Context: an optimization exercise on an open-source flow, tuned for small area and a short achievable clock period. The choices shown serve that exercise and are no tape-out recipe.
Where RTL was checked, it was by simulation tests only, not by an equivalence proof against the original.
For runs 1, 3 and 4, only the layout was checked, not whether the RTL still works.
No run shown here takes its clock network from TritonCTS; it comes from the design's own scripts or RTL.
The clock input has no modelled driver; a real chip could not lean on it and would need a root buffer or a full tree.
Power and IR drop assume default switching activity.

--- design.v ---
module apb_master (
  input PCLK,
  input PRESETn,
  input transfer,
  input read_write,
  input  [7:0] write_addr,
  input  [7:0] write_data,
  input  [7:0] read_addr,
  output [7:0] ins_h_n,      
  output [7:0] ins_l_n,      
  output [7:0] wdata,        
  output [31:0] lo_n,        
  output reg [7:0] hi,       
  input  [7:0] rdata,
  output reg [7:0] read_data_out
);
  reg st1, st2, st3;         
  reg wr1, wr2, wr3;         
  reg wm;                    
  reg wm4;                   
  reg [7:0] mid_n;           
  reg rd1, rd2;              
  reg [2:0] cnt;             
  reg [7:0] addr;
  reg vis;                   
  reg [7:0] wbyte;
  reg wpol;                  
  reg [7:0] rhold;           
  reg rpol;                  
  reg [7:0] rshadow;
  wire idle  = ~(st1 | st2 | st3);
  wire start = idle & transfer;
  wire [7:0] addr_d  = idle ? (read_write ? write_addr : read_addr) : addr;
  always @(posedge PCLK or negedge PRESETn) begin
    if (!PRESETn) begin
      st1 <= 1'b0; st2 <= 1'b0; st3 <= 1'b0;
      wr1 <= 1'b0; wr2 <= 1'b0; wr3 <= 1'b0;
      wm  <= 1'b0;
      rd1 <= 1'b0; rd2 <= 1'b0;
    end else begin
      st1 <= start;
      st2 <= st1;
      st3 <= st2;
      wr1 <= start & read_write;
      wr2 <= wr1;
      wr3 <= wr2;
      wm  <= ((start & read_write) | wr1 | wr2) & (addr_d[1:0] == ~cnt[1:0]);
      rd1 <= start & ~read_write;
      rd2 <= rd1;
    end
  end
  wire wnow = wm | wm4;
  assign ins_h_n = ~({8{wnow}} & hi);
  assign ins_l_n = mid_n;
  genvar c;
  wire [7:0]  raddr_d = idle ? read_addr : addr;
  wire [15:0] lo_dec_n;
  wire        vis_d;
  apb_rdec u_rdec (.a(raddr_d[4:0]), .cnt(cnt[1:0]), .lo_n(lo_dec_n), .vis(vis_d));
  wire [2:0] x_now  = {1'b0, addr[1:0]} + cnt + 3'd7;
  wire [2:0] x_next = {1'b0, addr_d[1:0]} + cnt;
  assign wdata = wbyte ^ {8{wpol}};
  wire [7:0] rbyte = rhold ^ {8{rpol}};
  generate
    for (c = 0; c < 2; c = c + 1) begin : g_lo
      apb_lo_reg u_lo (.PCLK(PCLK), .d(lo_dec_n), .q_n(lo_n[16*c +: 16]));
    end
  endgenerate
  wire take1 = rd1 & vis;    
  wire take2 = rd2 & vis;    
  always @(posedge PCLK) begin
    cnt   <= cnt + 3'd1;
    wm4   <= wr3 & (addr[1:0] == ~cnt[1:0]);
    wpol  <= x_next[2];
    mid_n <= ~(8'h1 << addr_d[4:2]);
    addr  <= addr_d;
    if (idle)
      wbyte <= write_data;
    hi    <= 8'h1 << addr_d[7:5];
    vis   <= vis_d;
    if (take1 | take2) begin
      rhold <= rdata;
      rpol  <= x_now[2];
    end
    rshadow <= rbyte;
    read_data_out <= rd2 ? rshadow : rbyte;
  end
endmodule
module apb_lo_reg (
  input PCLK,
  input [15:0] d,
  output reg [15:0] q_n
);
  always @(posedge PCLK)
    q_n <= d;
endmodule
module apb_rdec (
  input  [4:0]  a,
  input  [1:0]  cnt,
  output [15:0] lo_n,
  output        vis
);
  wire p1 = a[1] ^ cnt[1] ^ (a[0] & cnt[0]);
  assign vis  = ~(a[0] ^ cnt[0]);
  assign lo_n = ~(16'h1 << {a[4:2], p1});
endmodule
module apb_slave (
  input PCLK,
  input [7:0]  ins_h_n,
  input [7:0]  ins_l_n,
  input [7:0]  wdata,
  input [31:0] lo_n,         
  input [7:0]  hi,
  output [7:0] rdata
);
  reg [2047:0] mem;
  genvar h, b, k, i;
  generate
    for (k = 0; k < 64; k = k + 1) begin : g_ring
      wire [7:0] d0;
      wire ins;
      rd_nor2 u_ins (.a(ins_h_n[k/8]), .b(ins_l_n[k%8]), .y(ins));
      for (b = 0; b < 8; b = b + 1) begin : g_in
        rd_mux2i u_in (.a0(mem[(4*k+3)*8+b]), .a1(wdata[b]), .s(ins), .y(d0[b]));
      end
      always @(posedge PCLK) begin
        mem[(4*k+0)*8 +: 8] <= d0;
        mem[(4*k+1)*8 +: 8] <= mem[(4*k+0)*8 +: 8];
        mem[(4*k+2)*8 +: 8] <= mem[(4*k+1)*8 +: 8];
        mem[(4*k+3)*8 +: 8] <= mem[(4*k+2)*8 +: 8];
      end
    end
    for (b = 0; b < 8; b = b + 1) begin : g_b
      wire [7:0] z;
      for (h = 0; h < 8; h = h + 1) begin : g_grp
        wire [7:0] t;
        wire [3:0] u;
        for (i = 0; i < 8; i = i + 1) begin : g_t
          rd_oai22 u_t (.a1(mem[(4*(8*h+i)+0)*8+b]), .a2(lo_n[16*(h/4)+2*i]),
                        .b1(mem[(4*(8*h+i)+2)*8+b]), .b2(lo_n[16*(h/4)+2*i+1]), .y(t[i]));
        end
        for (i = 0; i < 4; i = i + 1) begin : g_u
          rd_nor2 u_u (.a(t[2*i]), .b(t[2*i+1]), .y(u[i]));
        end
        rd_nand4 u_z (.a(u[0]), .b(u[1]), .c(u[2]), .d(u[3]), .y(z[h]));
      end
      wire [3:0] v;
      for (i = 0; i < 4; i = i + 1) begin : g_v
        rd_aoi22 u_v (.a1(z[2*i]), .a2(hi[2*i]), .b1(z[2*i+1]), .b2(hi[2*i+1]), .y(v[i]));
      end
      rd_and4 u_r (.a(v[0]), .b(v[1]), .c(v[2]), .d(v[3]), .y(rdata[b]));
    end
  endgenerate
endmodule
module rd_mux2i (input a0, input a1, input s, output y);
  assign y = ~(s ? a1 : a0);
endmodule
module rd_nor2 (input a, input b, output y);
  assign y = ~(a | b);
endmodule
module rd_nand4 (input a, input b, input c, input d, output y);
  assign y = ~(a & b & c & d);
endmodule
module rd_and4 (input a, input b, input c, input d, output y);
  assign y = a & b & c & d;
endmodule
module rd_oai22 (input a1, input a2, input b1, input b2, output y);
  assign y = ~((a1 | a2) & (b1 | b2));
endmodule
module rd_aoi22 (input a1, input a2, input b1, input b2, output y);
  assign y = ~((a1 & a2) | (b1 & b2));
endmodule
module apb_top (
 input PCLK,
 input PRESETn,
 input transfer,
 input read_write,
 input  [7:0] write_addr,
 input  [7:0] write_data,
 input  [7:0] read_addr,
 output [7:0] read_data_out
);
 wire [7:0]  ins_h_n;
 wire [7:0]  ins_l_n;
 wire [7:0]  wdata;
 wire [31:0] lo_n;
 wire [7:0]  hi;
 wire [7:0]  rdata;
    apb_master master (
     .PCLK(PCLK), .PRESETn(PRESETn), .transfer(transfer), .read_write(read_write),
     .write_addr(write_addr), .write_data(write_data), .read_addr(read_addr),
     .ins_h_n(ins_h_n), .ins_l_n(ins_l_n), .wdata(wdata), .lo_n(lo_n), .hi(hi),
     .rdata(rdata), .read_data_out(read_data_out)
    );
    apb_slave slave (
     .PCLK(PCLK), .ins_h_n(ins_h_n), .ins_l_n(ins_l_n), .wdata(wdata), .lo_n(lo_n), .hi(hi), .rdata(rdata)
    );
endmodule
--- flow/run.sh ---
#!/bin/bash
# The standard layout (standard.sh) with hooks into its steps:
#   flow/downsize.tcl (PRE_FLOORPLAN_TCL) sets logic cells to their
#     smallest size; the floorplan's repair_timing and the later repair
#     steps size up what timing needs.
#   flow/clock_tree.tcl (PRE_CTS_TCL) builds a two-level clock tree in place
#     of TritonCTS.
#   The port buffers are buf_2 cells (BUFFER_PORTS_ARGS).
# The make output goes to standard.log here; ORFS keeps each step's own log
# under orfs/logs/.
set -euo pipefail
export PRE_FLOORPLAN_TCL="$PWD/flow/downsize.tcl"
export PRE_CTS_TCL="$PWD/flow/clock_tree.tcl"
export BUFFER_PORTS_ARGS="-buffer_cell sky130_fd_sc_hd__buf_2"
bash standard.sh > standard.log 2>&1
--- flow/clock_tree.tcl ---
# Builds a two-level clock tree in place of TritonCTS: the clock port drives
# four root buffers, each root drives a quarter of the leaf buffers, and each
# leaf buffer drives one cluster of about CLK_LEAF_SIZE flip-flops.
# Sourced as PRE_CTS_TCL; it then turns clock_tree_synthesis into a no-op so
# the rest of the standard CTS step (legalisation, repair) runs unchanged.

set ::ctree_leaf_cell [expr {[info exists ::env(CLK_LEAF_CELL)] ? $::env(CLK_LEAF_CELL) : "sky130_fd_sc_hd__clkbuf_16"}]
set ::ctree_root_cell [expr {[info exists ::env(CLK_ROOT_CELL)] ? $::env(CLK_ROOT_CELL) : "sky130_fd_sc_hd__buf_16"}]
set ::ctree_leaf_size [expr {[info exists ::env(CLK_LEAF_SIZE)] ? $::env(CLK_LEAF_SIZE) : 30}]

# split items (lists whose element idx is a coordinate) into parts of equal
# count along that coordinate
proc ctree_split {items idx parts} {
  set sorted [lsort -integer -index $idx $items]
  set n [llength $sorted]
  set out {}
  for {set p 0} {$p < $parts} {incr p} {
    lappend out [lrange $sorted [expr {$p * $n / $parts}] [expr {($p + 1) * $n / $parts - 1}]]
  }
  return $out
}

proc ctree_build {} {
  global ctree_leaf_cell ctree_root_cell ctree_leaf_size
  set block [ord::get_db_block]
  set clk_port_net [$block findNet PCLK]
  set db [ord::get_db]
  set rmaster [$db findMaster $ctree_root_cell]
  set lmaster [$db findMaster $ctree_leaf_cell]
  set sinks {}
  foreach it [$clk_port_net getITerms] {
    set inst [$it getInst]
    set bb [$inst getBBox]
    set x [expr {([$bb xMin] + [$bb xMax]) / 2}]
    set y [expr {([$bb yMin] + [$bb yMax]) / 2}]
    lappend sinks [list [$inst getName] [[$it getMTerm] getName] $x $y]
  }
  set n [llength $sinks]
  set nleaf [expr {max(4, int(round(double($n) / $ctree_leaf_size)))}]
  # a grid of cols x rows clusters, close to square, each of equal count
  set cols [expr {max(2, int(round(sqrt($nleaf))))}]
  set rows [expr {max(2, int(round(double($nleaf) / $cols)))}]
  puts "ctree: $n sinks, $cols x $rows leaf clusters"
  set clusters {}
  foreach col [ctree_split $sinks 2 $cols] {
    foreach cl [ctree_split $col 3 $rows] {
      set sx 0; set sy 0
      foreach s $cl { incr sx [lindex $s 2]; incr sy [lindex $s 3] }
      set k [llength $cl]
      lappend clusters [list $cl [expr {$sx / $k}] [expr {$sy / $k}]]
    }
  }

  # four groups of leaves of equal count: halves by x, then halves by y
  set leaf_idx 0
  set q 0
  foreach half [ctree_split $clusters 1 2] {
    foreach group [ctree_split $half 2 2] {
      set rname "ctree_root_$q"
      set rinst [odb::dbInst_create $block $rmaster $rname]
      set rn [odb::dbNet_create $block "ctree_rnet_$q"]
      $rn setSigType CLOCK
      [$rinst findITerm [ctree_out $rmaster]] connect $rn
      [$rinst findITerm A] connect $clk_port_net
      incr q
      set gx 0; set gy 0
      foreach cluster $group {
        lassign $cluster members lx ly
        set lname "ctree_leaf_$leaf_idx"
        set linst [odb::dbInst_create $block $lmaster $lname]
        set ln [odb::dbNet_create $block "ctree_lnet_$leaf_idx"]
        incr leaf_idx
        $ln setSigType CLOCK
        [$linst findITerm [ctree_out $lmaster]] connect $ln
        [$linst findITerm A] connect $rn
        foreach s $members {
          lassign $s iname pname
          set it [[$block findInst $iname] findITerm $pname]
          $it disconnect
          $it connect $ln
        }
        ctree_place $lname $lx $ly
        incr gx $lx; incr gy $ly
      }
      set k [llength $group]
      ctree_place $rname [expr {$gx / $k}] [expr {$gy / $k}]
    }
  }
  puts "ctree: $leaf_idx leaf buffers, 4 root buffers"
}

# name of a buffer's or inverter's output pin
proc ctree_out {master} {
  foreach mt [$master getMTerms] {
    if {[$mt getIoType] eq "OUTPUT" && [$mt getSigType] eq "SIGNAL"} { return [$mt getName] }
  }
  error "ctree: no output pin on [$master getName]"
}

proc ctree_place {name x y} {
  set block [ord::get_db_block]
  set inst [$block findInst $name]
  set m [$inst getMaster]
  set x [expr {$x - [$m getWidth] / 2}]
  set y [expr {$y - [$m getHeight] / 2}]
  $inst setLocation $x $y
  $inst setPlacementStatus PLACED
}

ctree_build
set_propagated_clock [all_clocks]
rename ::clock_tree_synthesis ctree_unused_cts
proc ::clock_tree_synthesis {args} { puts "ctree: clock tree already built" }
--- flow/downsize.tcl ---
# Sourced as PRE_FLOORPLAN_TCL. Synthesis maps some cells at a larger drive
# than their loads need; this sets every logic cell (not buffers, clock
# cells, taps or ties) to the smallest size of its family (the strongest of
# those when several share the smallest area), and leaves the floorplan's
# repair_timing and the later repair steps to size up what timing needs.
# The exception is the read select's combining gates, which drive long wires
# across the memory: a NAND4 that drives an AOI22, and an AOI22 that drives
# an AND4, start at size 2.
proc ds_run {} {
  set db [ord::get_db]
  set block [ord::get_db_block]
  array set best {}
  array set best_area {}
  array set best_drive {}
  foreach lib [$db getLibs] {
    foreach m [$lib getMasters] {
      set n [$m getName]
      if {![regexp {^(sky130_fd_sc_hd__[a-z0-9]+)_([0-9]+)$} $n -> base drive]} { continue }
      set a [expr {[$m getWidth] * [$m getHeight]}]
      if {![info exists best($base)] || $a < $best_area($base)
          || ($a == $best_area($base) && $drive > $best_drive($base))} {
        set best($base) $n
        set best_area($base) $a
        set best_drive($base) $drive
      }
    }
  }
  set skip {^sky130_fd_sc_hd__(buf|bufbuf|bufinv|clkbuf|clkdlybuf4s[0-9]+|clkinv|clkinvlp|dlygate4sd[0-9]+|dlymetal6s[0-9]+s|dlyb|tapvpwrvgnd|tap|fill|decap|diode|conb)$}
  set count 0
  foreach inst [$block getInsts] {
    set n [[$inst getMaster] getName]
    if {![regexp {^(sky130_fd_sc_hd__[a-z0-9]+)_([0-9]+)$} $n -> base drive]} { continue }
    if {[regexp $skip $base]} { continue }
    if {![info exists best($base)] || $best($base) eq $n} { continue }
    replace_cell [$inst getName] $best($base)
    incr count
  }
  puts "downsize: $count cells set to their smallest size"

  set up 0
  foreach inst [$block getInsts] {
    set n [[$inst getMaster] getName]
    if {$n eq "sky130_fd_sc_hd__nand4_1"} {
      set load "sky130_fd_sc_hd__a22oi_"; set to "sky130_fd_sc_hd__nand4_2"
    } elseif {$n eq "sky130_fd_sc_hd__a22oi_1"} {
      set load "sky130_fd_sc_hd__and4_"; set to "sky130_fd_sc_hd__a22oi_2"
    } else {
      continue
    }
    set out [$inst findITerm Y]
    set net [$out getNet]
    if {$net eq "NULL"} { continue }
    foreach it [$net getITerms] {
      if {[string match "${load}*" [[[$it getInst] getMaster] getName]]} {
        replace_cell [$inst getName] $to
        incr up
        break
      }
    }
  }
  puts "downsize: $up read select gates set to size 2"
}
ds_run
--- standard.sh ---
#!/bin/bash
# synth_recipe.tcl (not shown) runs the flow's synth.tcl, then flattens the netlist and writes it again
# the make line also repeats each setting of config.mk as NAME=value (left out here)
make -C /OpenROAD-flow-scripts/flow DESIGN_CONFIG=/design/flow/config.mk WORK_HOME=/design/flow/orfs CLKGATE_MAP_FILE= SYNTH_SCRIPT=/design/flow/synth_recipe.tcl "${@:-finish}"
--- config.mk ---
export PLATFORM = sky130hd
export DESIGN_NAME = apb_top
export DESIGN_NICKNAME = apb_top
export VERILOG_FILES = /design/flow/design.v
export SDC_FILE = /design/flow/constraint.sdc
export NUM_CORES = 8
export LEC_CHECK = 0
export CAP_MARGIN = 40
export CORE_MARGIN = 2
export CORE_UTILIZATION = 60
export PLACE_DENSITY = 0.7
export SETUP_SLACK_MARGIN = 4.6
export SLEW_MARGIN = 70
export SYNTH_HIERARCHICAL = 1
--- constraint.sdc ---
create_clock -name core_clock -period 7.0 [get_ports {PCLK}]
set_input_delay 1.4000 -clock core_clock [delete_from_list [all_inputs] [get_ports {PCLK}]]
set_output_delay 1.4000 -clock core_clock [all_outputs]
set_load 0.01 [all_outputs]
==> results.sh, run 1 <==
export IMPL_status="finished clean"
export IMPL_hold_class="flip-flop to flip-flop"
export IMPL_drt_total_wl_um=124000
export IMPL_grt_max_degree=35
export IMPL_crit_path_end_kind="output pin"
export IMPL_fin_nets=3951
export IMPL_drc=0
export IMPL_critical_path_class="flip-flop to output pin"
export IMPL_synth_ff_type="dfxtp_1"
export IMPL_finalSetupTns_ns=0
export IMPL_gr_usage_all_layers=0.257
export IMPL_power_ir_vdd_worst_uv=192
export IMPL_critPathLaunchType="flip-flop"
export IMPL_drt_vias_per_instance=5.65
export IMPL_period_share=0.335
export IMPL_total_power_mw=22.7
export IMPL_ys_ff_latch=2152
export IMPL_wire_per_inst_um=24.2
export IMPL_hold_buffers=0
export IMPL_relSlewSlack=0.672
export IMPL_synth_top_cell_by_area="dfxtp_1"
export IMPL_fmax_ghz=0.427
export IMPL_grt_ovfl_total=0
export IMPL_clk_pin_slew_ns=0.11
export IMPL_grt_antenna_before_repair=6
export IMPL_setup_viol=0
export IMPL_yosys_top_cells_area="dfxtp_1 78%, mux2i_1 9.5%, o22ai_1 5.9%"
export IMPL_cts_resized_gates=3
export IMPL_place_gp_congestion=0.955
export IMPL_skew_ns=0.0247
export IMPL_rsz0062_at_grt="no"
export IMPL_dp_slack_ns=4.21
export IMPL_io_pins=36
export IMPL_maxCapViolations=0
export IMPL_dpl_cell_area_sq_um=59100
export IMPL_seq_area_frac_synth=0.791
export IMPL_fin_ws_ns=4.66
export IMPL_fill_cells=6335
export IMPL_yosysWarningCount=9
export IMPL_max_stage_delay_ns=0.33
export IMPL_post_route_util=0.669
export IMPL_fin_cells=5102
export IMPL_drt_pre_antenna_iters=5
export IMPL_placed_cells=5022
export IMPL_yosysMostFrequentCell="dfxtp_1"
export IMPL_timing_final_crit_period_ns=2.34
export IMPL_vias=28800
export IMPL_core_sq_um=91400
export IMPL_ys_top_cells_by_count="2,126 x dfxtp_1, 517 x mux2i_1, 512 x o22ai_1"
export IMPL_path_buf_inv=1
export IMPL_die_h_um=307
export IMPL_synth_cell_types=41
export IMPL_post_cts_buffers=0
export IMPL_synth_async_reset_ratio=0.00418
export IMPL_drtAntennaViolNets=0
export IMPL_die_w_um=307
export IMPL_grt_pass1_wl_um=184000
export IMPL_rows=111
export IMPL_hold_slack_ns=0.330
export IMPL_register_area_sq_um=43500
export IMPL_power_density_nw_per_um2=371
export IMPL_yosysTopAreaCellShare=0.777
export IMPL_cp_required_ns=5.60
export IMPL_leakagePower_nw=22.3
export IMPL_initial_core_util=0.603
export IMPL_first_iter_violations=2203
export IMPL_die_area_sq_um=94300
export IMPL_drive_gt1_frac=0.118
export IMPL_worstPathCellList="buf_2"
export IMPL_io_buffers=35
export IMPL_syn_inst=3746
export IMPL_slew_viol_final=0
export IMPL_worstMarginPinSlew_ns=0.491
export IMPL_crit_arrival_ns=0.94
export IMPL_final_area_sq_um=61100
export IMPL_crit_family="flip-flops"
export IMPL_synth_area_yosys_sq_um=54700
export IMPL_cp_slowest_cell="dfxtp_1"
export IMPL_insertion_delay_ns=0.51
export IMPL_dpl_hpwl_um=81500
export IMPL_multi_input_area_sq_um=12600
export IMPL_synth_edf_count=17
export IMPL_hold_viol_final=0
export IMPL_grt_pass1_vias=28000
export IMPL_worst_path_max_fanout=1
export IMPL_synth_fp_nets=3781
[layout make-up]
cell class,instances,area share
plain buffers,76,0.0313
well taps,1186,0.0243
diodes,2,0.0000819
inverters,11,0.000799
repair buffers,102,0.0263
multi-input cells,1573,0.206
flip-flops and latches,2152,0.711
[placed cells by master (no fill, tap or decap), types with 11 or more instances in the layout]
master,synthesis,layout
mux2i_1,517,517
buf_16,0,42
clkbuf_16,0,72
nand4_2,0,64
edfxtp_1,17,17
dfxtp_1,2126,2079
dfxtp_4,0,38
nand2_1,23,11
a22oi_2,32,32
nor2_2,0,14
nor2_1,322,245
o22ai_1,512,512
nor2_4,0,63
buf_2,1,37
[logic make-up (layout without fill, tap and decap cells)]
family	after synthesis	count (layout)	share of synthesized area
xor gates and xnor gates	22	22	0.00409
adders and majority gates	7	7	0.00160
buffers and inverters	21	189	0.00192
DFF	2152	2152	0.791
muxes	531	531	0.0976
AOI/OAI and AO/OA	555	555	0.0674
and+or+nand+nor	458	458	0.0365
other	0	2	0
[layer usage]
| metal | GRT usage | wire (um) | vias to the layer above | part of all wire |
|---|---|---|---|---|
| li1 | - | - | 13600 | - |
| met1 | 0.428 | 63500 | 14300 | 0.51 |
| met2 | 0.357 | 49000 | 816 | 0.40 |
| met3 | 0.0336 | 8750 | 127 | 0.071 |
| met4 | 0.0420 | 2420 | 4 | 0.020 |
| met5 | 0 | 23 | - | 0.00019 |
[registers in the layout (all words and copies together) (netlist names), 3 cells and up]
name,count
master.addr,8
master.cnt,3
master.g_lo.u_lo.q_n,32
master.hi,8
master.mid_n,8
master.read_data_out,8
master.rhold,8
master.rshadow,8
master.wbyte,8
slave.mem,2048
[path summary, 6_finish.rpt]
path | start | endpoint | slack, ns | cells after the start
min in group asynchronous | PRESETn | master.rd1$_DFF_PN0_ | 0.73 | 1
max in group asynchronous | PRESETn | master.rd2$_DFF_PN0_ | 6.06 | 1
max | master.read_data_out[0]$_DFF_P_ | read_data_out[0] | 4.66 | 1
max reg2reg | master.st2$_DFF_PN0_ | master.g_lo[1].u_lo.q_n[5]$_DFF_P_ | 4.69 | 7
min reg2reg | slave.mem[780]$_DFF_P_ | slave.mem[788]$_DFF_P_ | 0.33 | 0
min | slave.mem[780]$_DFF_P_ | slave.mem[788]$_DFF_P_ | 0.33 | 0
[per-module statistics from Yosys, one instance, submodules excluded, a selection]
| module | flip-flops and latches | area [sq um] | cells inside | copies in the design |
|---|---|---|---|---|
| rd_oai22 | 0 | 6.26 | 1 | 512 |
| rd_and4 | 0 | 8.76 | 1 | 8 |
| rd_aoi22 | 0 | 12.5 | 1 | 32 |
| apb_slave | 2048 | 41000 | 2048 | 1 |
| rd_nor2 | 0 | 3.75 | 1 | 320 |
| rd_mux2i | 0 | 10.0 | 1 | 512 |
| apb_rdec | 0 | 201 | 30 | 1 |
| apb_master | 72 | 2500 | 188 | 1 |
| apb_lo_reg | 16 | 320 | 16 | 2 |
| rd_nand4 | 0 | 6.26 | 1 | 64 |
[report_power, final]
group	switching, mW	leakage, nW	total [mW]	internal (mW)
registers	0.786	18.0	13.9	13.1
clock network	3.32	0.938	5.29	1.97
logic	2.23	3.36	3.46	1.23
==> run 2, diff against run 1 <==
--- a/design.v
+++ b/design.v
@@ -7,6 +7,6 @@
   input  [7:0] write_data,
   input  [7:0] read_addr,
-  output [7:0] ins_h_n,      
-  output [7:0] ins_l_n,      
+  output [15:0] ins_h_n,     
+  output [3:0]  ins_l_n,     
   output [7:0] wdata,        
   output [31:0] lo_n,        
@@ -19,5 +19,6 @@
   reg wm;                    
   reg wm4;                   
-  reg [7:0] mid_n;           
+  reg [15:0] ins_h;          
+  reg [3:0]  ins_l;          
   reg rd1, rd2;              
   reg [2:0] cnt;             
@@ -51,6 +52,6 @@
   end
   wire wnow = wm | wm4;
-  assign ins_h_n = ~({8{wnow}} & hi);
-  assign ins_l_n = mid_n;
+  assign ins_h_n = ~({16{wnow}} & ins_h);
+  assign ins_l_n = ins_l;
   genvar c;
   wire [7:0]  raddr_d = idle ? read_addr : addr;
@@ -73,9 +74,10 @@
     wm4   <= wr3 & (addr[1:0] == ~cnt[1:0]);
     wpol  <= x_next[2];
-    mid_n <= ~(8'h1 << addr_d[4:2]);
+    ins_h <= 16'h1 << addr_d[7:4];
+    ins_l <= ~(4'h1 << addr_d[3:2]);
     addr  <= addr_d;
     if (idle)
       wbyte <= write_data;
-    hi    <= 8'h1 << addr_d[7:5];
+    hi    <= 8'h1 << raddr_d[7:5];
     vis   <= vis_d;
     if (take1 | take2) begin
@@ -107,6 +109,6 @@
 module apb_slave (
   input PCLK,
-  input [7:0]  ins_h_n,
-  input [7:0]  ins_l_n,
+  input [15:0] ins_h_n,
+  input [3:0]  ins_l_n,
   input [7:0]  wdata,
   input [31:0] lo_n,         
@@ -120,5 +122,5 @@
       wire [7:0] d0;
       wire ins;
-      rd_nor2 u_ins (.a(ins_h_n[k/8]), .b(ins_l_n[k%8]), .y(ins));
+      rd_nor2 u_ins (.a(ins_h_n[k/4]), .b(ins_l_n[k%4]), .y(ins));
       for (b = 0; b < 8; b = b + 1) begin : g_in
         rd_mux2i u_in (.a0(mem[(4*k+3)*8+b]), .a1(wdata[b]), .s(ins), .y(d0[b]));
@@ -181,6 +183,6 @@
  output [7:0] read_data_out
 );
- wire [7:0]  ins_h_n;
- wire [7:0]  ins_l_n;
+ wire [15:0] ins_h_n;
+ wire [3:0]  ins_l_n;
  wire [7:0]  wdata;
  wire [31:0] lo_n;
==> run 2 against run 1 <==
  * Die area increased by 0.89%
  * Wire length increased by 0.46%
  * First-iteration DRC count increased by 30%
  * Clock power about the same
  * Maximum frequency decreased by 2.6%
  * Cell area increased by 1.2%
  * Worst setup slack got worse by 0.062 ns
  * Largest power group unchanged
==> results.sh, run 2 <==
export IMPL_leakagePower_nw=22.5
export IMPL_pwr_share_seq=0.601
export IMPL_maxCapViolations=0
export IMPL_yosysWarningCount=9
export IMPL_path_buf_inv=1
export IMPL_reg2reg_to="master.g_lo[1].u_lo.q_n[4]$_DFF_P_"
export IMPL_io_pins=36
export IMPL_min_to="slave.mem[1779]$_DFF_P_"
export IMPL_swShare=0.279
export IMPL_dp_slack_ns=4.07
export IMPL_synth_edf_count=17
export IMPL_rows=111
export IMPL_fill_cells=6363
export IMPL_drt_pre_antenna_iters=5
export IMPL_cp_required_ns=5.60
export IMPL_fin_nets=4022
export IMPL_max_stage_delay_ns=0.38
export IMPL_worst_path_max_fanout=1
export IMPL_synthXorXnorAreaFrac=0.00405
export IMPL_multi_input_area_sq_um=12900
export IMPL_yosys_top_cells_area="dfxtp_1 77%, mux2i_1 9.4%, o22ai_1 5.8%"
export IMPL_gr_usage_all_layers=0.255
export IMPL_clk_pin_slew_ns=0.12
export IMPL_drt_total_wl_um=124000
export IMPL_synth_fp_nets=3835
export IMPL_synth_top_cell_by_area="dfxtp_1"
export IMPL_status="finished clean"
export IMPL_die_w_um=308
export IMPL_critPathLaunchType="flip-flop"
export IMPL_fmax_ghz=0.416
export IMPL_finalSetupTns_ns=0
export IMPL_grt_pass1_vias=28300
export IMPL_p_sw_mw=6.37
export IMPL_crit_family="flip-flops"
export IMPL_crit_path_end_kind="output pin"
export IMPL_synth_top_family_by_area="multiplexers"
export IMPL_slew_viol_final=0
export IMPL_drc=0
export IMPL_period_share=0.344
export IMPL_r2r_setup_slack_ns=4.65
export IMPL_p_int_mw=16.5
export IMPL_diodes=0
export IMPL_synth_async_reset_ratio=0.00416
export IMPL_hold_class="flip-flop to flip-flop"
export IMPL_synth_area_yosys_sq_um=55200
export IMPL_layout_commonest_cell="dfxtp_1"
export IMPL_initial_core_util=0.606
export IMPL_synthAdderAreaFrac=0.00159
export IMPL_drtAntennaViolNets=0
export IMPL_top_regs="slave.mem (2048), master.g_lo.u_lo.q_n (32), master.ins_h (16)"
export IMPL_io_buffers=35
export IMPL_die_h_um=308
export IMPL_pwr_share_comb=0.169
export IMPL_rsz0062_at_grt="yes"
export IMPL_timing_final_crit_period_ns=2.41
export IMPL_hold_depth=0
export IMPL_register_area_sq_um=43600
export IMPL_yosysMostFrequentCell="dfxtp_1"
export IMPL_reg2regPathDepth=7
export IMPL_crit_arrival_ns=1.01
export IMPL_synth_simple_area_share=0.0380
export IMPL_dpl_hpwl_um=81500
export IMPL_drive_gt1_frac=0.123
export IMPL_critical_path_class="flip-flop to output pin"
export IMPL_min_from="slave.mem[1771]$_DFF_P_"
export IMPL_synth_compound_area_frac=0.0686
export IMPL_power_density_nw_per_um2=370
export IMPL_worstMarginPinSlew_ns=0.491
export IMPL_seq_area_frac_synth=0.788
export IMPL_place_gp_congestion=0.830
export IMPL_pwr_share_clk=0.231
export IMPL_drt_vias_per_instance=5.62
export IMPL_largest_reg_flops=2048
export IMPL_wire_per_inst_um=23.8
export IMPL_hold_viol_final=0
export IMPL_core_sq_um=91800
export IMPL_power_ir_vdd_worst_uv=242
export IMPL_grt_ovfl_total=0
export IMPL_vias=29400
export IMPL_first_iter_violations=2857
export IMPL_synth_cell_types=44
export IMPL_setup_viol=0
export IMPL_fin_ws_ns=4.59
export IMPL_synth_ff_type="dfxtp_1"
export IMPL_grt_pass1_wl_um=183000
export IMPL_yosysTopAreaCellShare=0.775
export IMPL_ys_top_cells_by_count="2,138 x dfxtp_1, 521 x mux2i_1, 512 x o22ai_1"
export IMPL_die_area_sq_um=95100
export IMPL_grt_antenna_before_repair=3
export IMPL_relSlewSlack=0.671
export IMPL_insertion_delay_ns=0.51
export IMPL_cp_slowest_cell="dfxtp_4"
export IMPL_largest_register="slave.mem"
export IMPL_hold_buffers=0
export IMPL_grt_max_degree=37
export IMPL_final_cell_mix="2,102 x dfxtp_1, 518 x mux2i_1, 512 x o22ai_1, 246 x nor2_1, 72 x clkbuf_16"
export IMPL_skew_ns=0.0272
export IMPL_worstPathCellList="buf_6"
export IMPL_r2r_start="master.st2$_DFF_PN0_"
export IMPL_syn_inst=3800
export IMPL_synth_area_mux_share=0.0980
export IMPL_ys_ff_latch=2164
run 2: cell families (layout without fill, tap and decap cells):
logic type | Yosys count | in the layout
DFF | 2164 | 2164
buffers and inverters | 21 | 205
xor gates and xnor gates | 22 | 22
muxes | 537 | 537
adders and majority gates | 7 | 7
AOI/OAI and AO/OA | 570 | 570
and+or+nand+nor | 479 | 480
run 2: area by class of cell:
cell class,count,area share
flip-flops and latches,2164,0.706
well taps,1243,0.0252
repair buffers,120,0.0286
multi-input cells,1616,0.208
inverters,9,0.000810
plain buffers,76,0.0309
run 2: through the flow:
stage	area (sq um)	hold WS (ns)	power [mW]	utilization	instances
2_1_floorplan	55800	0.310	15.5	-	3800
3_3_place_gp	57800	0.309	17.1	0.630	5092
3_5_place_dp	59700	0.312	17.6	0.650	5140
4_1_cts	61700	0.328	22.7	0.672	5216
5_1_grt	61800	0.333	23.5	0.673	5228
6_report	61800	0.322	22.8	0.673	5228
run 2: power groups by stage:
stage / Clock [mW] / Combinational (mW) / Sequential [mW]
2_1_floorplan: 0 / 1.62 / 13.9
3_3_place_gp: 0 / 2.85 / 14.2
3_5_place_dp: 0 / 3.67 / 14.0
4_1_cts: 5.32 / 3.70 / 13.7
5_1_grt: 5.73 / 3.99 / 13.8
6_report: 5.27 / 3.85 / 13.7
run 2: modules after synthesis, one instance, submodules excluded, a selection:
| module | cells inside | flip-flops and latches | copies in the design | cell area, sq um |
|---|---|---|---|---|
| apb_lo_reg | 16 | 16 | 2 | 320 |
| apb_master | 242 | 84 | 1 | 3010 |
| apb_rdec | 30 | 0 | 1 | 201 |
| apb_slave | 2048 | 2048 | 1 | 41000 |
| rd_and4 | 1 | 0 | 8 | 8.76 |
| rd_aoi22 | 1 | 0 | 32 | 12.5 |
| rd_mux2i | 1 | 0 | 512 | 10.0 |
| rd_nand4 | 1 | 0 | 64 | 6.26 |
| rd_nor2 | 1 | 0 | 320 | 3.75 |
| rd_oai22 | 1 | 0 | 512 | 6.26 |
run 2: what timing repair did:
action	CTS	global route
cloned	0	1
gates resized for setup	14	1
endpoints found under the setup margin	46	18
buffers inserted	0	11
pin swaps	0	1
run 2: worst max path at each step:
stage / startpoint / endpoint / slack, ns / cells after the start
2_1_floorplan: master.wpol$_DFF_P_ / slave.mem[0]$_DFF_P_ / 3.78 / 3
4_1_cts: master.read_data_out[3]$_DFF_P_ / read_data_out[3] / 4.57 / 1
5_1_grt: master.read_data_out[0]$_DFF_P_ / read_data_out[0] / 4.57 / 1
3_3_place_gp: master.st2$_DFF_PN0_ / master.g_lo[0].u_lo.q_n[4]$_DFF_P_ / 4.09 / 7
6_report: master.read_data_out[3]$_DFF_P_ / read_data_out[3] / 4.59 / 1
3_5_place_dp: read_write / master.ins_h[4]$_SDFF_PP0_ / 4.07 / 5
run 2: per-layer routing:
metal / wire, um / track usage / up-vias
li1: - / - / 13800
met1: 66000 / 0.429 / 14800
met2: 49200 / 0.352 / 643
met3: 6440 / 0.0269 / 136
met4: 2610 / 0.0472 / 4
met5: 34 / 0 / -
==> run 3, diff against run 2 <==
--- a/design.v
+++ b/design.v
@@ -121,8 +121,9 @@
     for (k = 0; k < 64; k = k + 1) begin : g_ring
       wire [7:0] d0;
-      wire ins;
+      wire ins, hold;
       rd_nor2 u_ins (.a(ins_h_n[k/4]), .b(ins_l_n[k%4]), .y(ins));
+      rd_or2 u_hold (.a(ins_h_n[k/4]), .b(ins_l_n[k%4]), .y(hold));
       for (b = 0; b < 8; b = b + 1) begin : g_in
-        rd_mux2i u_in (.a0(mem[(4*k+3)*8+b]), .a1(wdata[b]), .s(ins), .y(d0[b]));
+        rd_aoi22 u_in (.a1(ins), .a2(wdata[b]), .b1(hold), .b2(mem[(4*k+3)*8+b]), .y(d0[b]));
       end
       always @(posedge PCLK) begin
@@ -155,6 +156,6 @@
   endgenerate
 endmodule
-module rd_mux2i (input a0, input a1, input s, output y);
-  assign y = ~(s ? a1 : a0);
+module rd_or2 (input a, input b, output y);
+  assign y = a | b;
 endmodule
 module rd_nor2 (input a, input b, output y);
--- a/flow/run.sh
+++ b/flow/run.sh
@@ -4,4 +4,6 @@
 #     smallest size; the floorplan's repair_timing and the later repair
 #     steps size up what timing needs.
+#   flow/place_out.tcl (POST_GLOBAL_PLACE_TCL) puts each output register
+#     next to its port buffer.
 #   flow/clock_tree.tcl (PRE_CTS_TCL) builds a two-level clock tree in place
 #     of TritonCTS.
@@ -12,4 +14,5 @@
 export PRE_FLOORPLAN_TCL="$PWD/flow/downsize.tcl"
 export PRE_CTS_TCL="$PWD/flow/clock_tree.tcl"
+export POST_GLOBAL_PLACE_TCL="$PWD/flow/place_out.tcl"
 export BUFFER_PORTS_ARGS="-buffer_cell sky130_fd_sc_hd__buf_2"
 bash standard.sh > standard.log 2>&1
--- a/flow/downsize.tcl
+++ b/flow/downsize.tcl
@@ -4,7 +4,7 @@
 # those when several share the smallest area), and leaves the floorplan's
 # repair_timing and the later repair steps to size up what timing needs.
-# The exception is the read select's combining gates, which drive long wires
-# across the memory: a NAND4 that drives an AOI22, and an AOI22 that drives
-# an AND4, start at size 2.
+# The exceptions drive long wires across the memory: the read select's
+# second-level AOI22s (those that drive an AND4) start at size 2, and the
+# registered low predecode (master.g_lo*) at size 4.
 proc ds_run {} {
   set db [ord::get_db]
@@ -41,6 +41,8 @@
   foreach inst [$block getInsts] {
     set n [[$inst getMaster] getName]
-    if {$n eq "sky130_fd_sc_hd__nand4_1"} {
-      set load "sky130_fd_sc_hd__a22oi_"; set to "sky130_fd_sc_hd__nand4_2"
+    if {$n eq "sky130_fd_sc_hd__dfxtp_1" && [string match "master.g_lo*" [$inst getName]]} {
+      replace_cell [$inst getName] sky130_fd_sc_hd__dfxtp_4
+      incr up
+      continue
     } elseif {$n eq "sky130_fd_sc_hd__a22oi_1"} {
       set load "sky130_fd_sc_hd__and4_"; set to "sky130_fd_sc_hd__a22oi_2"
@@ -59,5 +61,5 @@
     }
   }
-  puts "downsize: $up read select gates set to size 2"
+  puts "downsize: $up read select cells sized up"
 }
 ds_run
==> flow/place_out.tcl (new file) <==
# Sourced as POST_GLOBAL_PLACE_TCL: puts each register that drives an output
# port's buffer next to that buffer, by the pin, so the clock-to-output path
# has no long wire (its input path from the design has the slack for it).
# Detailed placement legalises the moved cells.
proc po_driver {net} {
  foreach it [$net getITerms] {
    if {[$it isOutputSignal]} { return $it }
  }
  return ""
}

proc po_run {} {
  set block [ord::get_db_block]
  set moved 0
  foreach bt [$block getBTerms] {
    if {[$bt getIoType] ne "OUTPUT"} { continue }
    set drv [po_driver [$bt getNet]]
    if {$drv eq ""} { continue }
    set buf [$drv getInst]
    set in ""
    foreach it [$buf getITerms] {
      if {[$it isInputSignal]} { set in $it }
    }
    if {$in eq "" || [$in getNet] eq "NULL"} { continue }
    set rdrv [po_driver [$in getNet]]
    if {$rdrv eq ""} { continue }
    set reg [$rdrv getInst]
    if {![string match "*df*" [[$reg getMaster] getName]]} { continue }
    lassign [$buf getLocation] x y
    $reg setLocation $x $y
    incr moved
  }
  puts "place_out: moved $moved output registers next to their port buffers"
}
po_run
==> run 3 against run 2 <==
  * Still clean on timing, DRC and antenna
  * Global-route usage rose by 1.1 points
  * Maximum frequency rose by 1.8%
  * Total power rose by 1.0%
  * Die area fell by 2.1%
  * Register-to-register slack improved by 0.03 ns
  * Clock power barely moved
  * Sequential power rose by 4%
  * Worst hold slack got worse by 0.0098 ns
  * Final cell count barely moved
  * Utilization fell by 0.41 points
  * Wire length rose by 3.1%
  * Largest cell class unchanged
==> results.sh, run 3 <==
export IMPL_cp_slowest_cell="dfxtp_1"
export IMPL_syn_inst=3864
export IMPL_die_area_sq_um=93200
export IMPL_r2r_start="master.st1$_DFF_PN0_"
export IMPL_insertion_delay_ns=0.50
export IMPL_drc=0
export IMPL_final_area_sq_um=60200
export IMPL_crit_path_end_kind="output pin"
export IMPL_drt_total_wl_um=128000
export IMPL_skew_ns=0.0273
export IMPL_core_sq_um=90000
export IMPL_period_share=0.337
export IMPL_drt_vias_per_instance=5.98
export IMPL_worstMarginPinSlew_ns=0.461
export IMPL_hold_buffers=0
export IMPL_top_regs="slave.mem (2048), master.g_lo.u_lo.q_n (32), master.ins_h (16)"
export IMPL_setup_viol=0
export IMPL_gr_usage_all_layers=0.266
export IMPL_grt_ovfl_total=0
export IMPL_wire_per_inst_um=24.5
export IMPL_largest_register="slave.mem"
export IMPL_power_density_nw_per_um2=383
export IMPL_initial_core_util=0.605
export IMPL_r2r_setup_slack_ns=4.68
export IMPL_min_to="slave.mem[722]$_DFF_P_"
export IMPL_die_w_um=305
export IMPL_timing_final_crit_period_ns=2.36
export IMPL_vias=31300
export IMPL_yosysWarningCount=9
export IMPL_multi_input_area_sq_um=11300
export IMPL_route_met3_wl_um=8120
export IMPL_io_buffers=35
export IMPL_fin_ws_ns=4.64
export IMPL_grt_max_degree=35
export IMPL_hold_depth=0
export IMPL_fill_cells=6526
export IMPL_first_iter_violations=3216
export IMPL_reg2reg_to="master.g_lo[0].u_lo.q_n[3]$_DFF_P_"
export IMPL_placed_cells=5142
export IMPL_cp_required_ns=5.60
export IMPL_synth_fp_nets=3899
export IMPL_crit_family="flip-flops"
export IMPL_status="finished clean"
export IMPL_min_from="slave.mem[714]$_DFF_P_"
export IMPL_fin_cells=5225
export IMPL_dpl_cell_area_sq_um=58200
export IMPL_clk_pin_slew_ns=0.10
export IMPL_reg2regPathDepth=7
export IMPL_maxCapViolations=0
export IMPL_slew_viol_final=0
export IMPL_final_cell_mix="2,095 x dfxtp_1, 512 x o22ai_1, 512 x a22oi_1, 268 x nor2_1, 72 x clkbuf_16"
export IMPL_wl_met1_um=61500
export IMPL_drt_pre_antenna_iters=5
export IMPL_fin_nets=4083
export IMPL_relSlewSlack=0.692
export IMPL_grt_antenna_before_repair=8
export IMPL_top_layer_used="met5"
export IMPL_met2WireLength_um=55200
export IMPL_rows=110
export IMPL_worst_path_max_fanout=1
export IMPL_rsz0062_at_grt="no"
export IMPL_grt_pass1_wl_um=191000
export IMPL_largest_reg_flops=2048
export IMPL_drtAntennaViolNets=0
export IMPL_crit_arrival_ns=0.96
export IMPL_dpl_hpwl_um=83600
export IMPL_drive_gt1_frac=0.116
export IMPL_fmax_ghz=0.423
export IMPL_post_route_util=0.669
export IMPL_io_pins=36
export IMPL_hold_class="flip-flop to flip-flop"
export IMPL_critical_path_class="flip-flop to output pin"
export IMPL_hold_viol_final=0
export IMPL_grt_pass1_vias=30300
export IMPL_power_ir_vdd_worst_uv=215
export IMPL_die_h_um=305
export IMPL_path_buf_inv=1
export IMPL_critPathLaunchType="flip-flop"
export IMPL_worstPathCellList="buf_2"
export IMPL_dp_slack_ns=4.09
export IMPL_layout_commonest_cell="dfxtp_1"
export IMPL_leakagePower_nw=22.5
export IMPL_register_area_sq_um=43700
export IMPL_max_stage_delay_ns=0.34
export IMPL_finalSetupTns_ns=0
==> run 3: how the worst max path moves through the flow <==
stage | start | end | slack, ns | cells past startpoint
3_3_place_gp | read_write | master.ins_h[7]$_SDFF_PP0_ | 4.10 | 5
5_1_grt | master.st1$_DFF_PN0_ | master.g_lo[0].u_lo.q_n[3]$_DFF_P_ | 4.60 | 7
3_5_place_dp | read_write | master.ins_h[4]$_SDFF_PP0_ | 4.09 | 5
2_1_floorplan | master.wpol$_DFF_P_ | slave.mem[0]$_DFF_P_ | 4.26 | 3
6_report | master.read_data_out[5]$_DFF_P_ | read_data_out[5] | 4.64 | 1
4_1_cts | master.st2$_DFF_PN0_ | master.g_lo[0].u_lo.q_n[3]$_DFF_P_ | 4.60 | 7
==> run 3: routing by layer <==
| layer | vias to the layer above | GRT usage |
|---|---|---|
| li1 | 14500 | - |
| met1 | 15600 | 0.420 |
| met2 | 955 | 0.399 |
| met3 | 165 | 0.0259 |
| met4 | 8 | 0.0581 |
| met5 | - | 0 |
==> run 3: repair_timing <==
action                     CTS  global route
resized for setup            4             4
buffers inserted             0             3
setup endpoints to repair   53            37
pin swaps                    0             1
==> run 3: stage by stage <==
step	hold WS (ns)	power, mW
4_1_cts	0.324	23.0
3_5_place_dp	0.312	17.9
3_3_place_gp	0.310	17.4
6_report	0.313	23.1
2_1_floorplan	0.310	15.8
5_1_grt	0.337	23.8
==> run 3: final cells by class <==
| type | count | area share |
|---|---|---|
| diodes | 3 | 0.000125 |
| plain buffers | 76 | 0.0317 |
| inverters | 9 | 0.000685 |
| multi-input cells | 1679 | 0.187 |
| flip-flops and latches | 2164 | 0.725 |
| well taps | 1176 | 0.0244 |
| repair buffers | 118 | 0.0311 |
==> run 3: power breakdown <==
group,total (mW),internal [mW],switching [mW],leakage [nW]
sequential,14.2,13.4,0.783,18.1
combinational,3.58,1.24,2.34,3.46
clock,5.29,1.97,3.32,0.938
==> run 4, diff against run 3 <==
==> flow/downsize.tcl (replaced) <==
# Sourced as PRE_FLOORPLAN_TCL. Synthesis maps some cells at a larger drive
# than their loads need; this sets every logic cell (not buffers, clock
# cells, taps or ties) to the smallest size of its family, and leaves the
# later repair steps to size up the cells that timing needs.
proc ds_run {} {
  set db [ord::get_db]
  set block [ord::get_db_block]
  array set best {}
  array set best_area {}
  array set best_drive {}
  foreach lib [$db getLibs] {
    foreach m [$lib getMasters] {
      set n [$m getName]
      if {![regexp {^(sky130_fd_sc_hd__[a-z0-9]+)_([0-9]+)$} $n -> base drive]} { continue }
      set a [expr {[$m getWidth] * [$m getHeight]}]
      if {![info exists best($base)] || $a < $best_area($base)
          || ($a == $best_area($base) && $drive > $best_drive($base))} {
        set best($base) $n
        set best_area($base) $a
        set best_drive($base) $drive
      }
    }
  }
  set skip {^sky130_fd_sc_hd__(buf|bufbuf|bufinv|clkbuf|clkdlybuf4s[0-9]+|clkinv|clkinvlp|dlygate4sd[0-9]+|dlymetal6s[0-9]+s|dlyb|tapvpwrvgnd|tap|fill|decap|diode|conb)$}
  set count 0
  foreach inst [$block getInsts] {
    set n [[$inst getMaster] getName]
    if {![regexp {^(sky130_fd_sc_hd__[a-z0-9]+)_([0-9]+)$} $n -> base drive]} { continue }
    if {[regexp $skip $base]} { continue }
    if {![info exists best($base)] || $best($base) eq $n} { continue }
    replace_cell [$inst getName] $best($base)
    incr count
  }
  puts "downsize: $count cells set to their smallest size"
}
ds_run
==> run 4 against run 3 <==
  * Via count is 0.17% higher
  * Wire length is 0.65% higher
  * Critical path type is now flip-flop to flip-flop
  * Largest power group unchanged
  * Highest routed layer unchanged
  * Clock skew is 0.0076 ns lower
  * Register-to-register slack worse by 0.03 ns
==> results.sh, run 4 <==
export IMPL_first_iter_violations=3435
export IMPL_setup_viol=0
export IMPL_reg2regPathDepth=6
export IMPL_largest_register="slave.mem"
export IMPL_grt_pass1_vias=30100
export IMPL_crit_arrival_ns=2.72
export IMPL_leakagePower_nw=22.2
export IMPL_grt_pass1_wl_um=191000
export IMPL_relSlewSlack=0.679
export IMPL_finalSetupTns_ns=0
export IMPL_worst_path_max_fanout=24
export IMPL_clk_pin_slew_ns=0.11
export IMPL_startpoint="master.g_lo[1].u_lo.q_n[5]$_DFF_P_"
export IMPL_layout_commonest_cell="dfxtp_1"
export IMPL_largest_reg_flops=2048
export IMPL_crit_family="simple AND/OR/NAND/NOR gates"
export IMPL_hold_class="flip-flop to flip-flop"
export IMPL_p_sw_mw=6.31
export IMPL_fill_cells=6559
export IMPL_worstPathCellList="buf_4, o22ai_1, nor2_1, nand4_1, a22oi_1, and4_1"
export IMPL_min_to="slave.mem[118]$_DFF_P_"
export IMPL_max_stage_delay_ns=0.54
export IMPL_rows=110
export IMPL_timing_final_crit_period_ns=2.35
export IMPL_min_from="slave.mem[110]$_DFF_P_"
export IMPL_post_route_util=0.661
export IMPL_core_sq_um=89700
export IMPL_vias=31300
export IMPL_cp_slowest_cell="dfxtp_2"
export IMPL_pwr_share_clk=0.233
export IMPL_yosysWarningCount=9
export IMPL_fmax_ghz=0.426
export IMPL_drt_vias_per_instance=6.01
export IMPL_die_h_um=304
export IMPL_pwr_share_comb=0.152
export IMPL_hold_slack_ns=0.327
export IMPL_slew_viol_final=0
export IMPL_insertion_delay_ns=0.51
export IMPL_reg2reg_to="master.rhold[7]$_DFFE_PP_"
export IMPL_power_density_nw_per_um2=384
export IMPL_pwr_share_seq=0.616
export IMPL_worstMarginPinSlew_ns=0.480
export IMPL_drive_gt1_frac=0.0995
export IMPL_final_cell_mix="2,122 x dfxtp_1, 538 x a22oi_1, 512 x o22ai_1, 264 x nor2_1, 72 x clkbuf_16"
export IMPL_status="finished clean"
export IMPL_grt_max_degree=39
export IMPL_fin_ws_ns=4.65
export IMPL_crit_path_end_kind="flip-flop"
export IMPL_hold_viol_final=0
export IMPL_swShare=0.277
export IMPL_grt_antenna_before_repair=9
export IMPL_syn_inst=3864
export IMPL_hold_depth=0
export IMPL_rsz0062_at_grt="no"
export IMPL_die_w_um=304
export IMPL_synth_fp_nets=3899
export IMPL_power_ir_vdd_worst_uv=257
export IMPL_gr_usage_all_layers=0.268
export IMPL_period_share=0.336
export IMPL_r2r_setup_slack_ns=4.65
export IMPL_skew_ns=0.0197
export IMPL_drc=0
export IMPL_p_int_mw=16.4
export IMPL_io_buffers=35
export IMPL_dpl_hpwl_um=81600
export IMPL_critical_path_class="flip-flop to flip-flop"
export IMPL_cp_required_ns=7.37
export IMPL_hold_buffers=0
export IMPL_grt_ovfl_total=0
export IMPL_drtAntennaViolNets=0
export IMPL_drt_total_wl_um=129000
export IMPL_maxCapViolations=0
export IMPL_dp_slack_ns=4.08
export IMPL_top_regs="slave.mem (2048), master.g_lo.u_lo.q_n (32), master.ins_h (16)"
export IMPL_initial_core_util=0.604
export IMPL_fin_nets=4069
export IMPL_r2r_start="master.g_lo[1].u_lo.q_n[5]$_DFF_P_"
export IMPL_die_area_sq_um=92700
export IMPL_path_buf_inv=1
export IMPL_wire_per_inst_um=24.8
export IMPL_critPathLaunchType="flip-flop"
export IMPL_drt_pre_antenna_iters=10
export IMPL_io_pins=36
run 4: worst register-to-register path, delay by kind of cell (launching register included):
kind / cells / cell delay, ns
AO/OA/AOI/OAI: 2 / 0.62
buffers and inverters: 1 / 0.41
flip-flops: 1 / 0.54
AND/OR/NAND/NOR: 3 / 0.65
run 4: per-stage QoR:
| step | std cells | cell area (sq um) | power (mW) |
|---|---|---|---|
| global route | 5208 | 59300 | 23.5 |
| CTS | 5198 | 59100 | 22.6 |
| global placement | 5108 | 56400 | 17.2 |
| floorplan | 3864 | 54400 | 15.6 |
| detailed placement | 5122 | 57100 | 17.5 |
| finish | 5211 | 59300 | 22.8 |
run 4: layout make-up:
cell class                 count  area (sq um)  area share
antenna                        3          7.51    0.000127
buffer                        76          1910      0.0322
inverter                       9          46.3    0.000781
multi-input combinational   1679         11100       0.187
sequential                  2164         43600       0.735
tap                         1176          1470      0.0248
timing repair buffer         104          1180      0.0200
run 4: worst max path at each step:
stage / end / slack [ns] / depth (start not counted)
4_1_cts: master.ins_h[4]$_SDFF_PP0_ / 4.62 / 5
2_1_floorplan: slave.mem[0]$_DFF_P_ / 4.26 / 3
5_1_grt: master.g_lo[1].u_lo.q_n[4]$_DFF_P_ / 4.60 / 7
6_report: master.rhold[7]$_DFFE_PP_ / 4.65 / 6
3_5_place_dp: master.ins_h[4]$_SDFF_PP0_ / 4.08 / 5
3_3_place_gp: master.ins_h[7]$_SDFF_PP0_ / 4.13 / 5
run 4: power by group through the flow:
stage          clock network [mW]  registers (mW)  logic (mW)
2_1_floorplan                   0            14.3        1.37
3_3_place_gp                    0            14.4        2.88
3_5_place_dp                    0            14.3        3.28
4_1_cts                      5.32            14.0        3.29
5_1_grt                      5.75            14.1        3.58
6_report                     5.29            14.0        3.45
run 4: routing by layer:
| metal | vias up | GRT usage | wire (um) |
|---|---|---|---|
| met5 | - | 0 | 13 |
| met4 | 2 | 0.0623 | 3320 |
| met3 | 160 | 0.0181 | 8150 |
| met2 | 1062 | 0.384 | 54000 |
| met1 | 15600 | 0.442 | 63500 |
| li1 | 14500 | - | - |
run 4: timing repair:
action | in CTS | in global routing
endpoints found under the hold margin | 0 | 0
gates resized for setup | 3 | 2
setup endpoints to repair | 34 | 20
pin swaps | 0 | 1
cloned | 0 | 0
setup buffers | 0 | 5
==> run 5, diff against run 4 <==
--- a/design.v
+++ b/design.v
@@ -7,6 +7,6 @@
   input  [7:0] write_data,
   input  [7:0] read_addr,
-  output [15:0] ins_h_n,     
-  output [3:0]  ins_l_n,     
+  output [7:0] ins_h_n,      
+  output [7:0] ins_l_n,      
   output [7:0] wdata,        
   output [31:0] lo_n,        
@@ -19,6 +19,5 @@
   reg wm;                    
   reg wm4;                   
-  reg [15:0] ins_h;          
-  reg [3:0]  ins_l;          
+  reg [7:0] mid_n;           
   reg rd1, rd2;              
   reg [2:0] cnt;             
@@ -52,6 +51,6 @@
   end
   wire wnow = wm | wm4;
-  assign ins_h_n = ~({16{wnow}} & ins_h);
-  assign ins_l_n = ins_l;
+  assign ins_h_n = ~({8{wnow}} & hi);
+  assign ins_l_n = mid_n;
   genvar c;
   wire [7:0]  raddr_d = idle ? read_addr : addr;
@@ -74,10 +73,9 @@
     wm4   <= wr3 & (addr[1:0] == ~cnt[1:0]);
     wpol  <= x_next[2];
-    ins_h <= 16'h1 << addr_d[7:4];
-    ins_l <= ~(4'h1 << addr_d[3:2]);
+    mid_n <= ~(8'h1 << addr_d[4:2]);
     addr  <= addr_d;
     if (idle)
       wbyte <= write_data;
-    hi    <= 8'h1 << raddr_d[7:5];
+    hi    <= 8'h1 << addr_d[7:5];
     vis   <= vis_d;
     if (take1 | take2) begin
@@ -109,6 +107,6 @@
 module apb_slave (
   input PCLK,
-  input [15:0] ins_h_n,
-  input [3:0]  ins_l_n,
+  input [7:0]  ins_h_n,
+  input [7:0]  ins_l_n,
   input [7:0]  wdata,
   input [31:0] lo_n,         
@@ -122,6 +120,6 @@
       wire [7:0] d0;
       wire ins, hold;
-      rd_nor2 u_ins (.a(ins_h_n[k/4]), .b(ins_l_n[k%4]), .y(ins));
-      rd_or2 u_hold (.a(ins_h_n[k/4]), .b(ins_l_n[k%4]), .y(hold));
+      rd_nor2 u_ins (.a(ins_h_n[k/8]), .b(ins_l_n[k%8]), .y(ins));
+      rd_or2 u_hold (.a(ins_h_n[k/8]), .b(ins_l_n[k%8]), .y(hold));
       for (b = 0; b < 8; b = b + 1) begin : g_in
         rd_aoi22 u_in (.a1(ins), .a2(wdata[b]), .b1(hold), .b2(mem[(4*k+3)*8+b]), .y(d0[b]));
@@ -184,6 +182,6 @@
  output [7:0] read_data_out
 );
- wire [15:0] ins_h_n;
- wire [3:0]  ins_l_n;
+ wire [7:0]  ins_h_n;
+ wire [7:0]  ins_l_n;
  wire [7:0]  wdata;
  wire [31:0] lo_n;
--- a/flow/downsize.tcl
+++ b/flow/downsize.tcl
@@ -1,6 +1,10 @@
 # Sourced as PRE_FLOORPLAN_TCL. Synthesis maps some cells at a larger drive
 # than their loads need; this sets every logic cell (not buffers, clock
-# cells, taps or ties) to the smallest size of its family, and leaves the
-# later repair steps to size up the cells that timing needs.
+# cells, taps or ties) to the smallest size of its family (the strongest of
+# those when several share the smallest area), and leaves the floorplan's
+# repair_timing and the later repair steps to size up what timing needs.
+# The exceptions drive long wires across the memory: the read select's
+# second-level AOI22s (those that drive an AND4) start at size 2, and the
+# registered low predecode (master.g_lo*) at size 4.
 proc ds_run {} {
   set db [ord::get_db]
@@ -33,4 +37,29 @@
   }
   puts "downsize: $count cells set to their smallest size"
+
+  set up 0
+  foreach inst [$block getInsts] {
+    set n [[$inst getMaster] getName]
+    if {$n eq "sky130_fd_sc_hd__dfxtp_1" && [string match "master.g_lo*" [$inst getName]]} {
+      replace_cell [$inst getName] sky130_fd_sc_hd__dfxtp_4
+      incr up
+      continue
+    } elseif {$n eq "sky130_fd_sc_hd__a22oi_1"} {
+      set load "sky130_fd_sc_hd__and4_"; set to "sky130_fd_sc_hd__a22oi_2"
+    } else {
+      continue
+    }
+    set out [$inst findITerm Y]
+    set net [$out getNet]
+    if {$net eq "NULL"} { continue }
+    foreach it [$net getITerms] {
+      if {[string match "${load}*" [[[$it getInst] getMaster] getName]]} {
+        replace_cell [$inst getName] $to
+        incr up
+        break
+      }
+    }
+  }
+  puts "downsize: $up read select cells sized up"
 }
 ds_run
==> run 5 against run 4 <==
  * Sequential cell count down 12
  * Critical path depth decreased by 5
  * Cell area up 0.53%
  * Register-to-register slack better by 0.08 ns
  * Sequential power hardly changed
  * Utilization up 1.1 points
  * Clock power is essentially flat
  * First-iteration DRC count shrank 9.3%
  * Wire length fell by 2.1%
  * Final cell count is 0.96% lower
  * Largest cell class unchanged
==> results.sh, run 5 <==
export IMPL_status="finished clean"
export IMPL_top_regs="slave.mem (2048), master.g_lo.u_lo.q_n (32)"
export IMPL_path_buf_inv=1
export IMPL_largest_register="slave.mem"
export IMPL_placed_cells=5079
export IMPL_pwr_share_seq=0.616
export IMPL_min_to="slave.mem[1207]$_DFF_P_"
export IMPL_clk_pin_slew_ns=0.11
export IMPL_r2r_start="master.g_lo[0].u_lo.q_n[7]$_DFF_P_"
export IMPL_maxCapViolations=0
export IMPL_drt_pre_antenna_iters=5
export IMPL_grt_max_degree=38
export IMPL_wire_per_inst_um=24.5
export IMPL_die_w_um=304
export IMPL_rsz0062_at_grt="no"
export IMPL_layout_commonest_cell="dfxtp_1"
export IMPL_die_area_sq_um=92300
export IMPL_drt_vias_per_instance=6.01
export IMPL_slew_viol_final=0
export IMPL_grt_pass1_wl_um=188000
export IMPL_grt_antenna_before_repair=4
export IMPL_drc=0
export IMPL_drive_gt1_frac=0.113
export IMPL_power_ir_vdd_worst_uv=281
export IMPL_drt_total_wl_um=126000
export IMPL_vias=31000
export IMPL_drtAntennaViolNets=0
export IMPL_reg2regPathDepth=7
export IMPL_pwr_share_clk=0.228
export IMPL_die_h_um=304
export IMPL_setup_viol=0
export IMPL_hold_viol_final=0
export IMPL_worstMarginPinSlew_ns=0.462
export IMPL_grt_pass1_vias=29800
export IMPL_fin_cells=5161
export IMPL_swShare=0.280
export IMPL_crit_family="flip-flops"
export IMPL_min_from="slave.mem[1199]$_DFF_P_"
export IMPL_power_density_nw_per_um2=386
export IMPL_io_pins=36
export IMPL_initial_core_util=0.608
export IMPL_crit_arrival_ns=0.95
export IMPL_synth_fp_nets=3845
export IMPL_cp_required_ns=5.60
export IMPL_timing_final_crit_period_ns=2.35
export IMPL_final_cell_mix="2,083 x dfxtp_1, 512 x o22ai_1, 512 x a22oi_1, 258 x nor2_1, 72 x clkbuf_16"
export IMPL_leakagePower_nw=22.3
export IMPL_fmax_ghz=0.426
export IMPL_r2r_setup_slack_ns=4.73
export IMPL_route_met3_wl_um=6980
export IMPL_wl_met1_um=61800
export IMPL_rows=109
export IMPL_p_int_mw=16.6
export IMPL_skew_ns=0.0157
export IMPL_hold_depth=0
export IMPL_hold_class="flip-flop to flip-flop"
export IMPL_crit_path_end_kind="output pin"
export IMPL_dpl_hpwl_um=82600
export IMPL_hold_slack_ns=0.330
export IMPL_reg2reg_to="master.rhold[5]$_DFFE_PP_"
export IMPL_insertion_delay_ns=0.50
export IMPL_worstPathCellList="buf_2"
export IMPL_finalSetupTns_ns=0
export IMPL_period_share=0.336
export IMPL_core_sq_um=88800
export IMPL_critPathLaunchType="flip-flop"
export IMPL_io_buffers=35
export IMPL_fin_nets=4031
export IMPL_critical_path_class="flip-flop to output pin"
export IMPL_syn_inst=3810
export IMPL_met2WireLength_um=54100
export IMPL_first_iter_violations=3116
export IMPL_pwr_share_comb=0.156
export IMPL_yosysWarningCount=9
export IMPL_worst_path_max_fanout=1
export IMPL_max_stage_delay_ns=0.33
export IMPL_cp_slowest_cell="dfxtp_1"
export IMPL_p_sw_mw=6.45
export IMPL_top_layer_used="met4"
export IMPL_post_route_util=0.671
export IMPL_largest_reg_flops=2048
export IMPL_relSlewSlack=0.692
export IMPL_grt_ovfl_total=0
export IMPL_gr_usage_all_layers=0.263
[run 5: changes by cell type in the layout (fill, tap and decap cells not counted), moves of 8 or more]
cell,change
a22oi_1,-26
dfxtp_4,+24
a22oi_2,+26
nand2_1,-9
nor2_2,-11
buf_16,+29
buf_6,-17
dfxtp_1,-39
a211oi_2,-8
[run 5: area by class of cell]
class | count | area, sq um
Antenna cell | 2 | 5.00
Buffer | 76 | 1910
Sequential cell | 2152 | 43400
Inverter | 11 | 46.3
Timing Repair Buffer | 118 | 1810
Fill cell | 6300 | 29200
Tap cell | 1165 | 1460
Multi-Input combinational cell | 1637 | 10900
[run 5: how the worst max path moves through the flow]
stage	cells past startpoint	startpoint	to	slack [ns]
floorplan	3	master.wpol$_DFF_P_	slave.mem[0]$_DFF_P_	4.26
global placement	6	read_write	master.wpol$_DFF_P_	4.28
detailed placement	5	read_addr[1]	master.g_lo[0].u_lo.q_n[4]$_DFF_P_	4.26
CTS	1	master.read_data_out[5]$_DFF_P_	read_data_out[5]	4.63
global route	1	master.read_data_out[5]$_DFF_P_	read_data_out[5]	4.60
finish	1	master.read_data_out[5]$_DFF_P_	read_data_out[5]	4.65
[run 5: worst register-to-register path: cells and delay by family (launching register included)]
family	cells	cell delay, ns
simple gates	3	0.80
buf+inv	2	0.35
compound gates	2	0.55
flops	1	0.44
[run 5: per-layer routing]
metal | GRT usage | up-vias
met4 | 0.0580 | 0
met5 | 0 | -
met3 | 0.0224 | 166
met2 | 0.398 | 922
li1 | - | 14300
met1 | 0.412 | 15600
[run 5: power groups by stage]
stage | Combinational [mW] | Sequential (mW) | Clock, mW
2_1_floorplan | 1.43 | 14.3 | 0
3_3_place_gp | 2.63 | 14.7 | 0
3_5_place_dp | 3.44 | 14.4 | 0
4_1_cts | 3.46 | 14.2 | 5.30
5_1_grt | 3.72 | 14.3 | 5.70
6_report | 3.58 | 14.2 | 5.26
[run 5: through the flow]
stage | worst slack (ns) | instance area (sq um) | total power [mW]
floorplan | 4.26 | 54100 | 15.7
global placement | 4.28 | 55900 | 17.4
detailed placement | 4.26 | 57500 | 17.9
CTS | 4.63 | 59500 | 22.9
global route | 4.60 | 59600 | 23.7
finish | 4.65 | 59600 | 23.0
[run 5: timing repair]
| item | CTS | global route |
|---|---|---|
| setup endpoints to repair | 12 | 4 |
| gates resized for setup | 1 | 2 |
| hold buffers | 0 | 0 |
| setup buffers | 3 | 0 |

## what the ideal ports hide
How much do the figures lean on ideal ports? The routed layouts below were timed once more, with nothing changed but the port constraints. Step 1 assumes that a clkbuf_16 drives the clock port and a buf_2 every other input. Step 2, shift: input delay + t, output delay - t, t = (earliest + latest rising clock arrival at the registers) / 2. This alone moves slack from input paths to output paths. Three values: ideal, step 1, step 2; two values: the first two.
run	t, ns	setup slack, ns	worst setup path at the end	slew at the worst register clock pin (ns)	cell pins on the clock port's net
run 1	0.656	4.656 / 4.499 / 4.182	input to register	0.11 / 0.11	4
run 2	0.657	4.594 / 4.432 / 4.241	input to register	0.12 / 0.12	4
run 3	0.649	4.638 / 4.480 / 3.995	input to register	0.11 / 0.11	4
run 4	0.661	4.651 / 4.499 / 4.122	input to register	0.11 / 0.11	4
run 5	0.655	4.651 / 4.487 / 4.251	input to register	0.11 / 0.11	4
After both steps setup and hold are still met in every run listed. The setup slack of run 3, which loses most, moves by -0.158 ns with the drivers and by -0.643 ns with both steps.
